Context: an optimization exercise on an open-source flow, tuned for small area. The choices shown serve that exercise and are no tape-out recipe. The RTL was checked by simulation tests, not by an equivalence proof against the original design. No activity file was given, so power comes from the tool's default toggle rates.

==> inputs of 04-04 <==
==> flow/design.v <==
`timescale 1ns / 1ps
module main(
        input Reset,
        input oscillator,
        output reg [7:0] pc_sampled,
        input [7:0] instruction,
        output [6:0] LED1,
        output [6:0] LED2,
        output [6:0] LED3,
        output [6:0] LED4,
        output [6:0] LED5,
        output [6:0] LED6
    );
    wire CLK = oscillator;
    function [6:0] seg;
        input [3:0] v;
        case (v)
            4'h0: seg = 7'b1111110;
            4'h1: seg = 7'b0110000;
            4'h2: seg = 7'b1101101;
            4'h3: seg = 7'b1111001;
            4'h4: seg = 7'b0110011;
            4'h5: seg = 7'b1011011;
            4'h6: seg = 7'b1011111;
            4'h7: seg = 7'b1110000;
            4'h8: seg = 7'b1111111;
            4'h9: seg = 7'b1111011;
            4'hA: seg = 7'b1110111;
            4'hB: seg = 7'b0011111;
            4'hC: seg = 7'b1001110;
            4'hD: seg = 7'b0111101;
            4'hE: seg = 7'b1001111;
            default: seg = 7'b1000111;
        endcase
    endfunction
    wire [1:0] op  = instruction[7:6];
    wire [1:0] rs  = instruction[5:4];
    wire [1:0] rt  = instruction[3:2];
    wire [1:0] imm = instruction[1:0];
    wire is_add = (op == 2'b00);
    wire is_lw  = (op == 2'b01);
    wire is_sw  = (op == 2'b10);
    wire is_j   = (op == 2'b11);
    wire [7:0] ext = {{6{imm[1]}}, imm};
    reg [7:0] R0, R1, R2, R3;
    wire [7:0] A  = rs[1] ? (rs[0] ? R3 : R2) : (rs[0] ? R1 : R0);
    wire [7:0] Bt = rt[1] ? (rt[0] ? R3 : R2) : (rt[0] ? R1 : R0);
    wire [7:0] alu = A + ((op[1] ^ op[0]) ? ext : Bt);
    reg valid;
    always @(posedge CLK or posedge Reset)
        if (Reset) valid <= 1'b0;
        else       valid <= 1'b1;
    wire in_range = (alu[7:5] == 3'b000);
    wire [31:0] sel;
    wire [255:0] rd_terms;
    genvar i;
    generate
        for (i = 0; i < 32; i = i + 1) begin : g_word
            localparam [7:0] INIT = (i < 16) ? i : (16 - i);
            reg [7:0] memory;
            assign sel[i] = in_range && (alu[4:0] == i);
            wire we = is_sw && sel[i];
            always @(posedge CLK)
                memory <= we ? (Bt ^ INIT) : (memory & {8{valid}});
            assign rd_terms[i*8 +: 8] = {8{sel[i]}} & memory;
        end
    endgenerate
    reg [7:0] rd_x;
    integer k;
    always @(*) begin
        rd_x = 8'b0;
        for (k = 0; k < 32; k = k + 1) rd_x = rd_x | rd_terms[k*8 +: 8];
    end
    wire [7:0] init_rd = alu[4] ? (8'd16 - {3'b0, alu[4:0]}) : {4'b0, alu[3:0]};
    wire [7:0] rdata = (rd_x & {8{valid}}) ^ (in_range ? init_rd : 8'b0);
    wire [7:0] wd = is_lw ? rdata : alu;
    wire [1:0] wa = op[0] ? rt : imm;
    wire rwe = ~op[1];
    always @(posedge CLK or posedge Reset) begin
        if (Reset) begin
            R0 <= 8'b0; R1 <= 8'b0; R2 <= 8'b0; R3 <= 8'b0;
        end else if (rwe) begin
            case (wa)
                2'd0: R0 <= wd;
                2'd1: R1 <= wd;
                2'd2: R2 <= wd;
                default: R3 <= wd;
            endcase
        end
    end
    wire [7:0] npc = pc_sampled + (is_j ? ext + 8'd1 : 8'd1);
    always @(posedge CLK or posedge Reset)
        if (Reset) pc_sampled <= 8'b0;
        else       pc_sampled <= npc;
    wire [7:0] third = is_sw ? alu : is_j ? npc : {6'b0, wa};
    assign LED1 = seg(wd[7:4]);
    assign LED2 = seg(wd[3:0]);
    assign LED3 = is_sw ? seg(Bt[7:4]) : 7'b0000000;
    assign LED4 = is_sw ? seg(Bt[3:0]) : is_j ? 7'b1011000 : 7'b0000101;
    assign LED5 = seg(third[7:4]);
    assign LED6 = seg(third[3:0]);
endmodule
==> flow/run.sh <==
#!/bin/bash
# synth_recipe.tcl (not shown) runs the flow's synth.tcl, then flattens the netlist and writes it again
# the make line also repeats each setting of config.mk as NAME=value (left out here)
make -C /OpenROAD-flow-scripts/flow DESIGN_CONFIG=/design/flow/config.mk WORK_HOME=/design/flow/orfs CLKGATE_MAP_FILE= SYNTH_SCRIPT=/design/flow/synth_recipe.tcl finish
==> flow/config.mk <==
export PLATFORM = sky130hd
export DESIGN_NAME = main
export DESIGN_NICKNAME = main
export VERILOG_FILES = /design/flow/design.v
export SDC_FILE = /design/flow/constraint.sdc
export NUM_CORES = 4
export LEC_CHECK = 0
export CAP_MARGIN = 20
export CORE_MARGIN = 2
export CORE_UTILIZATION = 40
export GPL_TIMING_DRIVEN = 0
export SLEW_MARGIN = 20
==> flow/constraint.sdc <==
create_clock -name core_clock -period 7.8 [get_ports {oscillator}]
set_input_delay 1.5600 -clock core_clock [delete_from_list [all_inputs] [get_ports {oscillator}]]
set_output_delay 1.5600 -clock core_clock [all_outputs]
set_load 0.01 [all_outputs]
==> inputs of 11-10, as changes to 04-04 <==
--- a/flow/design.v
+++ b/flow/design.v
@@ -45,34 +45,30 @@
     reg [7:0] R0, R1, R2, R3;
     wire [7:0] A  = rs[1] ? (rs[0] ? R3 : R2) : (rs[0] ? R1 : R0);
     wire [7:0] Bt = rt[1] ? (rt[0] ? R3 : R2) : (rt[0] ? R1 : R0);
-    wire [7:0] alu = A + ((op[1] ^ op[0]) ? ext : Bt);
+    wire [7:0] addr = A + ext;
+    wire [7:0] sum  = A + Bt;
+    wire [7:0] alu  = (op[1] ^ op[0]) ? addr : sum;
     reg valid;
     always @(posedge CLK or posedge Reset)
         if (Reset) valid <= 1'b0;
         else       valid <= 1'b1;
-    wire in_range = (alu[7:5] == 3'b000);
-    wire [31:0] sel;
-    wire [255:0] rd_terms;
+    wire in_range = (addr[7:5] == 3'b000);
+    wire [255:0] flat;
     genvar i;
     generate
         for (i = 0; i < 32; i = i + 1) begin : g_word
             localparam [7:0] INIT = (i < 16) ? i : (16 - i);
             reg [7:0] memory;
-            assign sel[i] = in_range && (alu[4:0] == i);
-            wire we = is_sw && sel[i];
+            wire we = is_sw && in_range && (addr[4:0] == i);
+            wire hold = valid & ~we;
             always @(posedge CLK)
-                memory <= we ? (Bt ^ INIT) : (memory & {8{valid}});
-            assign rd_terms[i*8 +: 8] = {8{sel[i]}} & memory;
+                memory <= (memory & {8{hold}}) | ((Bt ^ INIT) & {8{we}});
+            assign flat[i*8 +: 8] = memory;
         end
     endgenerate
-    reg [7:0] rd_x;
-    integer k;
-    always @(*) begin
-        rd_x = 8'b0;
-        for (k = 0; k < 32; k = k + 1) rd_x = rd_x | rd_terms[k*8 +: 8];
-    end
-    wire [7:0] init_rd = alu[4] ? (8'd16 - {3'b0, alu[4:0]}) : {4'b0, alu[3:0]};
-    wire [7:0] rdata = (rd_x & {8{valid}}) ^ (in_range ? init_rd : 8'b0);
+    wire [7:0] rd_x = flat[addr[4:0]*8 +: 8];
+    wire [7:0] init_rd = addr[4] ? (8'd16 - {3'b0, addr[4:0]}) : {4'b0, addr[3:0]};
+    wire [7:0] rdata = in_range ? ((rd_x & {8{valid}}) ^ init_rd) : 8'b0;
     wire [7:0] wd = is_lw ? rdata : alu;
     wire [1:0] wa = op[0] ? rt : imm;
     wire rwe = ~op[1];
@@ -92,7 +88,7 @@
     always @(posedge CLK or posedge Reset)
         if (Reset) pc_sampled <= 8'b0;
         else       pc_sampled <= npc;
-    wire [7:0] third = is_sw ? alu : is_j ? npc : {6'b0, wa};
+    wire [7:0] third = is_sw ? addr : is_j ? npc : {6'b0, wa};
     assign LED1 = seg(wd[7:4]);
     assign LED2 = seg(wd[3:0]);
     assign LED3 = is_sw ? seg(Bt[7:4]) : 7'b0000000;
==> flow/flow/run.sh (new file) <==
#!/bin/bash
# Own layout flow: the standard ORFS flow, with two changes in synthesis
# (the register mapping is untouched, so the registers keep the standard
# synthesis's names and cell types):
#  - the combinational logic is mapped by ABC with flow/area.abc
#  - Yosys's extract_fa step (fixed half/full adder cells) is skipped
# Every tool's output goes to a log file in this folder (make_*.log) and in
# orfs/logs/.
set -euo pipefail
HERE=$(pwd)
F=$HERE/flow
{
  echo "proc abc {args} {"
  echo "  set i [lsearch \$args -script]"
  echo "  lset args [expr {\$i+1}] $F/area.abc"
  echo "  set j [lsearch \$args -D]"
  echo "  if {\$j >= 0} { set args [lreplace \$args \$j [expr {\$j+1}]] }"
  echo "  yosys abc {*}\$args"
  echo "}"
  echo "proc extract_fa {args} { puts \"extract_fa skipped\" }"
  cat "$HERE/synth_recipe.tcl"
} > "$HERE/own_synth.tcl"
KNOBS=()
if [[ -f "$F/knobs.txt" ]]; then
  while read -r line; do [[ -n "$line" ]] && KNOBS+=("$line"); done < "$F/knobs.txt"
fi
TARGET=finish
[[ -n "${FP_ONLY:-}" ]] && TARGET=floorplan
make -C "$FLOW_HOME" DESIGN_CONFIG="$HERE/config.mk" WORK_HOME="$HERE/orfs" CLKGATE_MAP_FILE= \
  SYNTH_SCRIPT="$HERE/own_synth.tcl" "${KNOBS[@]}" $TARGET > "$HERE/make_$TARGET.log" 2>&1
[[ -n "${FP_ONLY:-}" ]] && exit 0
R=$HERE/orfs/results/${FLOW_PLATFORM:-sky130hd}/main/base
: # left out here: write the final layout as DEF
==> flow/flow/area.abc (new file) <==
&get -n
&st
&dch -f
&nf -R 1000
&put
&get -n
&st
&dch -f
&nf -R 1000
&put
&get -n
&st
&dch -f
&nf -R 1000
&put
&get -n
&st
&dch -f
&nf -R 1000
&put
topo
==> flow/flow/knobs.txt (new file) <==
BUFFER_PORTS_ARGS=-buffer_cell sky130_fd_sc_hd__buf_1
CTS_ARGS=-sink_clustering_enable -repair_clock_nets -sink_clustering_size 10 -sink_clustering_max_diameter 40 -buf_list sky130_fd_sc_hd__clkbuf_4 -dont_use_dummy_load
CAP_MARGIN=10
SLEW_MARGIN=10
CORE_UTILIZATION=70
PLACE_DENSITY=0.7
==> flow/standard.sh (new file) <==
#!/bin/bash
# synth_recipe.tcl (not shown) runs the flow's synth.tcl, then flattens the netlist and writes it again
# the make line also repeats each setting of config.mk as NAME=value (left out here)
make -C /OpenROAD-flow-scripts/flow DESIGN_CONFIG=/design/flow/config.mk WORK_HOME=/design/flow/orfs CLKGATE_MAP_FILE= SYNTH_SCRIPT=/design/flow/synth_recipe.tcl "${@:-finish}"
GPL_TIMING_DRIVEN = not set   (was 0)
removed: flow/run.sh
==> run summary <==
	11-10	04-04
Register fraction of the total cell area	43.1%	30.3%
Met2 Routed Length	18000 um	33800 um
RR Startpoint	R1[1]$_DFFE_PP0P_	R0[0]$_DFFE_PP0P_
Max Clock Freq	131 MHz	112 MHz
Post-synthesis xor/xnor area fraction	3.48%	1.47%
Setup Fix Bufs, Post-CTS	0	46
Count of inverters not on the clock network in the layout	11	42
Overall routed net length	40600 um	79900 um
Fraction of final layout cells sized beyond drive strength 1	8.84%	19.5%
Average wire length per cell after detail routing	22.1 um	30.2 um
Non-clock buffers, area share	5.41%	10.7%
Core footprint	18000 sq um	39500 sq um
Count of multi-input combinational gates	1130	1423
Combinational power	4350 uW	7550 uW
Static leakage	0.00523 uW	0.00720 uW
Global placement routability congestion	0.960	1.03
Slew margin rel.	21.8%	17.6%
Met3 track utilization from global routing	7.78%	8.23%
Area share of the leading cell type in the synthesized netlist	39.9%	32.1%
Core utilization of the finished layout	79.5%	51.3%
Crit-path slowest cell	sky130_fd_sc_hd__mux4_2	sky130_fd_sc_hd__a222oi_1
Compound-gate portion of the synthesized area	30.4%	24.8%
Violation count after the first detailed-routing iteration	1547	2198
Cells after synthesis	1438	1926
Fillers	1246	3803
Run status	finished clean	complete, but fails checks
Violated checks	-	setup timing
Fin worst setup slack	0.187 ns	-1.15 ns

-- what the ideal ports hide --
No port has a modelled driver above. Below, the same layouts with a new extraction and two added sets of constraints.
Step 1: set_driving_cell puts a clkbuf_16 on oscillator and a buf_2 on each other input, an assumption about the parent block.
Step 2 also shifts input and output timing later by t, the mid clock arrival at the registers, as if the neighbouring blocks saw the same clock.
Three values: no drivers, after step 1, after step 2; two values: the first two.
run | t, ns | setup slack, ns | latest minus earliest clock arrival (ns) | worst slew at a driven data input, ns
04-04 | 0.621 | -1.152 / -1.221 / -1.221 | 0.037 / 0.037 | 0.07
11-10 | 0.670 | 0.187 / 0.162 / 0.162 | 0.147 / 0.146 | 0.03
The setup slack of 04-04, which loses most, moves by -0.069 ns with the drivers and by -0.069 ns with both steps.
